This is an optimization exercise on Yosys and OpenROAD, whose aim is small area, not a production implementation. Only simulation tests tie the RTL to the original design; equivalence was not proved. Power and IR drop assume default switching activity.

== run 1 ==
==> flow/design.v <==
module fsm_main (
    input  wire clk,
    input  wire reset,
    input  wire cmd_iniciar,
    input  wire sensor_nivel,
    input  wire alarme_rolha,
    input  wire aprovado,
    input  wire reprovado,
    output wire esteira,
    output wire valvula_ativa,
    output wire vedacao_ativa,
    output wire decrementar_rolha,
    output wire descarte_ativo,
    output wire garrafa_aprovada,
    output wire posicao_cq
);
    localparam IDLE        = 3'd0;
    localparam ESTEIRA0    = 3'd1;
    localparam ESTEIRA     = 3'd2;
    localparam ENCHENDO    = 3'd3;
    localparam VEDANDO     = 3'd4;
    localparam POSICAO_CQ  = 3'd5;
    localparam DESCARTANDO = 3'd6;
    localparam APROVADO    = 3'd7;
    reg [2:0] estado;
    reg [9:0] r;
    wire fim = (r == 10'b1001000111);
    wire temporizado = (estado == ESTEIRA0) | (estado == ESTEIRA) |
                       (estado == VEDANDO) | (estado == DESCARTANDO) |
                       (estado == APROVADO);
    always @(posedge clk or posedge reset) begin
        if (reset) begin
            estado <= IDLE;
            r      <= 10'd0;
        end else begin
            if (temporizado & ~fim)
                r <= {~r[8:0], r[9] ^ r[6]};
            else
                r <= 10'd0;
            case (estado)
                IDLE:        if (cmd_iniciar) estado <= ESTEIRA0;
                ESTEIRA0:    estado <= ESTEIRA;
                ESTEIRA:     if (fim) estado <= ENCHENDO;
                ENCHENDO:    if (alarme_rolha) estado <= IDLE;
                             else if (sensor_nivel) estado <= VEDANDO;
                VEDANDO:     if (fim) estado <= POSICAO_CQ;
                POSICAO_CQ:  if (reprovado & ~aprovado) estado <= DESCARTANDO;
                             else if (aprovado & ~reprovado) estado <= APROVADO;
                DESCARTANDO: if (fim) estado <= ESTEIRA0;
                APROVADO:    if (fim) estado <= ESTEIRA0;
            endcase
        end
    end
    assign esteira           = (estado == ESTEIRA);
    assign valvula_ativa     = (estado == ENCHENDO);
    assign vedacao_ativa     = (estado == VEDANDO);
    assign decrementar_rolha = (estado == VEDANDO);
    assign posicao_cq        = (estado == POSICAO_CQ);
    assign descarte_ativo    = (estado == DESCARTANDO);
    assign garrafa_aprovada  = (estado == APROVADO);
endmodule
module contador_rolhas (
    input  wire clk,
    input  wire reset,
    input  wire decrementar,
    input  wire sw_adicionar_manual,    
    output reg  dispensador_ativo,
    output reg  alarme_rolha_vazia,
    output reg  [4:0] dezena,
    output reg  [4:0] unidade
);
    reg       decrementar_prev;
    reg [9:0] r;
    reg       gasto;
    wire pulso_decrementar = decrementar & ~decrementar_prev;
    wire u0  = ~unidade[4] & ~unidade[0];
    wire u1  = ~unidade[1] &  unidade[0];
    wire u5  =  unidade[4] &  unidade[0];
    wire u9  =  unidade[4] & ~unidade[3];
    wire d0  = ~dezena[4]  & ~dezena[0];
    wire d9  =  dezena[4]  & ~dezena[3];
    wire c0  = d0 & u0;
    wire c1  = d0 & u1;
    wire c5  = d0 & u5;
    wire c99 = d9 & u9;
    wire fim   = (r == 10'b1001000111);
    wire repor = gasto & r[4];
    wire [4:0] dez_inc  = {dezena[3:0], ~dezena[4]};
    wire [4:0] dez_inc2 = {dezena[2:0], ~dezena[4], ~dezena[3]};
    always @(posedge clk or posedge reset) begin
        if (reset) begin
            decrementar_prev   <= 1'b0;
            r                  <= 10'd0;
            dispensador_ativo  <= 1'b0;
            gasto              <= 1'b0;
            alarme_rolha_vazia <= 1'b0;
            dezena             <= 5'b00011;      
            unidade            <= 5'b00000;
        end else begin
            decrementar_prev <= decrementar;
            if (dispensador_ativo)
                r <= {~r[8:0], r[9] ^ r[6]};
            else
                r <= 10'd0;
            if (dispensador_ativo & fim) begin
                dispensador_ativo <= 1'b0;
                gasto             <= 1'b1;
            end else if (c5 & ~gasto) begin
                dispensador_ativo <= 1'b1;
            end
            if (repor) begin
                unidade <= ~unidade;
                dezena  <= unidade[4] ? dez_inc2 : dez_inc;
            end else if (sw_adicionar_manual & ~c99) begin
                unidade <= {unidade[3:0], ~unidade[4]};
                if (u9) dezena <= dez_inc;
            end else if (pulso_decrementar & ~c0) begin
                unidade <= {~unidade[0], unidade[4:1]};
                if (u0) dezena <= {~dezena[0], dezena[4:1]};
            end
            alarme_rolha_vazia <= c0 | (c1 & pulso_decrementar);
        end
    end
endmodule
module contador_duzias_v2 (
    input  wire clk,
    input  wire reset,
    input  wire incrementar,
    output reg  [4:0] unidade,
    output reg        dezena
);
    reg [3:0] doze;                      
    reg       incrementar_prev;
    wire pulso_subida = incrementar & ~incrementar_prev;
    wire doze_fim     = doze[3] & doze[1] & doze[0];         
    wire unid9        = unidade[4] & ~unidade[3];
    always @(posedge clk or posedge reset) begin
        if (reset) begin
            unidade          <= 5'd0;
            dezena           <= 1'b0;
            doze             <= 4'd0;
            incrementar_prev <= 1'b0;
        end else begin
            incrementar_prev <= incrementar;
            if (pulso_subida) begin
                if (doze_fim) begin
                    doze <= 4'd0;
                    if (dezena) begin
                        dezena <= 1'b0;
                    end else if (unid9) begin
                        dezena  <= 1'b1;
                        unidade <= 5'd0;
                    end else begin
                        unidade <= {unidade[3:0], ~unidade[4]};
                    end
                end else begin
                    doze <= doze + 4'd1;
                end
            end
        end
    end
endmodule
module debounce (
    input  wire clk,
    input  wire reset,
    input  wire button_in,
    output reg  pulse_out
);
    reg       button_sync_0;
    reg       button_sync_1;
    reg       button_stable_n;         
    reg       button_stable_prev_n;    
    reg [4:0] r;
    wire differ = ~(button_sync_1 ^ button_stable_n);
    wire fim    = r[2] & r[1] & r[0];
    always @(posedge clk or posedge reset) begin
        if (reset) begin
            button_sync_0      <= 1'b1;
            button_sync_1      <= 1'b1;
            button_stable_n      <= 1'b0;
            button_stable_prev_n <= 1'b0;
            r                  <= 5'b00000;
            pulse_out          <= 1'b0;
        end else begin
            button_sync_0      <= button_in;
            button_sync_1      <= button_sync_0;
            button_stable_prev_n <= button_stable_n;
            pulse_out            <= ~button_stable_prev_n & button_stable_n;
            if (differ & fim)
                button_stable_n <= ~button_sync_1;
            if (differ & ~fim)
                r <= {~r[3:0], r[4] ^ r[1]};
            else
                r <= 5'b00000;
        end
    end
endmodule
module decodificador_display (
    input  wire [4:0] j,
    output wire [6:0] hex
);
    wire d0 = ~j[4] & ~j[0];
    wire d1 = ~j[1] &  j[0];
    wire d2 = ~j[2] &  j[1];
    wire d3 = ~j[3] &  j[2];
    wire d4 = ~j[4] &  j[3];
    wire d5 =  j[4] &  j[0];
    wire d6 =  j[4] & ~j[0] & j[1];
    wire d7 = ~j[1] &  j[2];
    wire d8 = ~j[2] &  j[3];
    wire d9 = ~j[3] &  j[4];
    assign hex[0] = d1 | d4;
    assign hex[1] = j[4] & j[1];                        
    assign hex[2] = d2;
    assign hex[3] = d1 | d4 | d7;
    assign hex[4] = d1 | d3 | d4 | d5 | d7 | d9;
    assign hex[5] = (j[0] & ~j[3]) | d7;                
    assign hex[6] = ~j[1] & (~j[4] | j[2]);             
endmodule
module projeto_vinho_top (
    input  wire       CLOCK_50,
    input  wire       KEY0,        
    input  wire       KEY1,        
    input  wire [7:0] SW,
    output wire [9:0] LEDR,
    output wire [6:0] HEX0,
    output wire [6:0] HEX1,
    output wire [6:0] HEX2,
    output wire [6:0] HEX3
);
    wire clk   = CLOCK_50;
    wire reset = ~KEY1;
    wire sensor_nivel, aprovado_cq, reprovado_cq, sw_adicionar_rolha, pulso_start;
    debounce debounce_sensor   (.clk(clk), .reset(reset), .button_in(SW[1]), .pulse_out(sensor_nivel));
    debounce debounce_apro_cq  (.clk(clk), .reset(reset), .button_in(SW[2]), .pulse_out(aprovado_cq));
    debounce debounce_repro_cq (.clk(clk), .reset(reset), .button_in(SW[3]), .pulse_out(reprovado_cq));
    debounce debounce_add_rolha(.clk(clk), .reset(reset), .button_in(SW[7]), .pulse_out(sw_adicionar_rolha));
    debounce debounce_start    (.clk(clk), .reset(reset), .button_in(KEY0),  .pulse_out(pulso_start));
    wire alarme_rolha_vazia, dispensador_ativo;
    wire motor_ativo, valvula_ativa, vedacao_ativa, decrementar_rolha;
    wire descarte_ativo, garrafa_aprovada, posicao_cq;
    fsm_main fsm_main_inst (
        .clk(clk),
        .reset(reset),
        .cmd_iniciar(~KEY0),
        .sensor_nivel(sensor_nivel),
        .alarme_rolha(alarme_rolha_vazia),
        .aprovado(aprovado_cq),
        .reprovado(reprovado_cq),
        .esteira(motor_ativo),
        .valvula_ativa(valvula_ativa),
        .vedacao_ativa(vedacao_ativa),
        .decrementar_rolha(decrementar_rolha),
        .descarte_ativo(descarte_ativo),
        .garrafa_aprovada(garrafa_aprovada),
        .posicao_cq(posicao_cq)
    );
    wire [4:0] rolhas_dezena, rolhas_unidade;
    contador_rolhas contador_rolhas_inst (
        .clk(clk),
        .reset(reset),
        .decrementar(decrementar_rolha),
        .sw_adicionar_manual(sw_adicionar_rolha),
        .dispensador_ativo(dispensador_ativo),
        .alarme_rolha_vazia(alarme_rolha_vazia),
        .dezena(rolhas_dezena),
        .unidade(rolhas_unidade)
    );
    wire reset_duzias = reset | pulso_start;
    wire [4:0] duzias_unidade;
    wire       duzias_dezena;
    contador_duzias_v2 contador_duzias_inst (
        .clk(clk),
        .reset(reset_duzias),
        .incrementar(garrafa_aprovada),
        .unidade(duzias_unidade),
        .dezena(duzias_dezena)
    );
    assign LEDR = {motor_ativo, valvula_ativa, vedacao_ativa, descarte_ativo,
                   dispensador_ativo, posicao_cq, 3'b000, alarme_rolha_vazia};
    decodificador_display dec_rolhas_u (.j(rolhas_unidade), .hex(HEX0));
    decodificador_display dec_rolhas_d (.j(rolhas_dezena),  .hex(HEX1));
    decodificador_display dec_duzias_u (.j(duzias_unidade), .hex(HEX2));
    assign HEX3 = duzias_dezena ? 7'b1111001 : 7'b1000000;
endmodule
==> flow/config.mk <==
export PLATFORM = sky130hd
export DESIGN_NAME = projeto_vinho_top
export DESIGN_NICKNAME = projeto_vinho_top
export VERILOG_FILES = /design/flow/design.v
export SDC_FILE = /design/flow/constraint.sdc
export NUM_CORES = 4
export LEC_CHECK = 0
export CAP_MARGIN = 20
export CORE_MARGIN = 2
export CORE_UTILIZATION = 40
export CTS_BUF_LIST = sky130_fd_sc_hd__clkbuf_8
export PLACE_DENSITY = 0.6
export SLEW_MARGIN = 20
==> flow/constraint.sdc <==
create_clock -name core_clock -period 10.0 [get_ports {CLOCK_50}]
set_input_delay 2.0000 -clock core_clock [delete_from_list [all_inputs] [get_ports {CLOCK_50}]]
set_output_delay 2.0000 -clock core_clock [all_outputs]
set_load 0.01 [all_outputs]
standard.sh (not shown) runs the stock make flow with config.mk's settings and CLKGATE_MAP_FILE= SYNTH_SCRIPT=/design/flow/synth_recipe.tcl, a recipe that flattens the netlist after the stock synthesis.
==> flow/flow/run.sh <==
#!/bin/bash
# The standard layout (standard.sh, which runs ORFS from the standard
# synthesis to the routed layout), with three changes:
#  - the port buffers that global placement inserts are sky130_fd_sc_hd__buf_1;
#  - right after global placement (flow/downsize.tcl) every logic cell starts
#    at the smallest drive strength of its function; the resizer's
#    repair_design and repair_timing later in the flow upsize whatever slew,
#    load or timing then calls for;
#  - clock tree synthesis uses clkbuf_8 buffers and inserts no dummy loads.
# Each tool's full output goes to standard.log here.
export BUFFER_PORTS_ARGS="-buffer_cell sky130_fd_sc_hd__buf_1"
export POST_GLOBAL_PLACE_TCL="$PWD/flow/downsize.tcl"
export CTS_ARGS="-sink_clustering_enable -repair_clock_nets -buf_list sky130_fd_sc_hd__clkbuf_8 -dont_use_dummy_load"
bash standard.sh > standard.log 2>&1
Other scripts of this flow, unchanged in this note and not shown: flow/flow/downsize.tcl
## Diff of input files: run 2 against run 1
Settings: changing SLEW_MARGIN from 20 to 0; changing CAP_MARGIN from 20 to 0.
Delta (run 2 minus run 1): global-route usage over all layers was more or less identical, total CTS buffers level, final-layout worst hold slack flat, leakage power total decreased by about 0.8% relative to the old numbers, total power lower.
Cell area power density in run 2 is 0.45% above run 1.
> inputs changed (run 2 -> run 3)
Settings: changing CAP_MARGIN from 0 to 20; changing SLEW_MARGIN from 0 to 20.
--- a/flow/flow/run.sh
+++ b/flow/flow/run.sh
@@ -12,3 +12,4 @@
 export POST_GLOBAL_PLACE_TCL="$PWD/flow/downsize.tcl"
 export CTS_ARGS="-sink_clustering_enable -repair_clock_nets -buf_list sky130_fd_sc_hd__clkbuf_8 -dont_use_dummy_load"
+export SKIP_REPAIR_TIE_FANOUT=1
 bash standard.sh > standard.log 2>&1
==> comparison <==
Proportion of power drawn by the clock network ended up 0.2 points higher on run 3 than on run 2.
The higher non-clock buffer count came out of run 3.
Wire length of the first global-routing pass of run 2 is on par with run 3.
Run 3 ends up with a detail-routed via count per cell that is about 1.6% higher than in run 2.
Combinational power share: run 3 vs run 2, no meaningful difference

-- re-timing with driven ports --
The flow's constraints put no driver on any port. The routed layouts listed below were extracted and timed again, unchanged, in two steps.
Step 1 sets driving cells, clkbuf_16 on the clock port and buf_2 on the other inputs (assumed; they add their load-dependent delay and slew).
Step 2 moves the port delays by t, midway between the first and last clock arrival at a register: inputs arrive t later, outputs are due t later. That takes back most of the time a late clock gives input paths.
Slacks: no drivers / after step 1 / after step 2; pairs: no drivers / after step 1.
| run | t, ns | setup slack, ns | hold slack, ns | worst setup path at the end | worst slew at a driven data input, ns |
|---|---|---|---|---|---|
| run 1 | 0.367 | 6.145 / 6.114 / 6.481 | 0.358 / 0.358 / 0.358 | register to output | 0.04 |
| run 2 | 0.368 | 6.184 / 6.153 / 6.521 | 0.358 / 0.358 / 0.358 | register to output | 0.04 |
| run 3 | 0.373 | 6.145 / 6.112 / 6.485 | 0.360 / 0.360 / 0.360 | register to output | 0.03 |
After both steps every run listed still meets setup and hold.
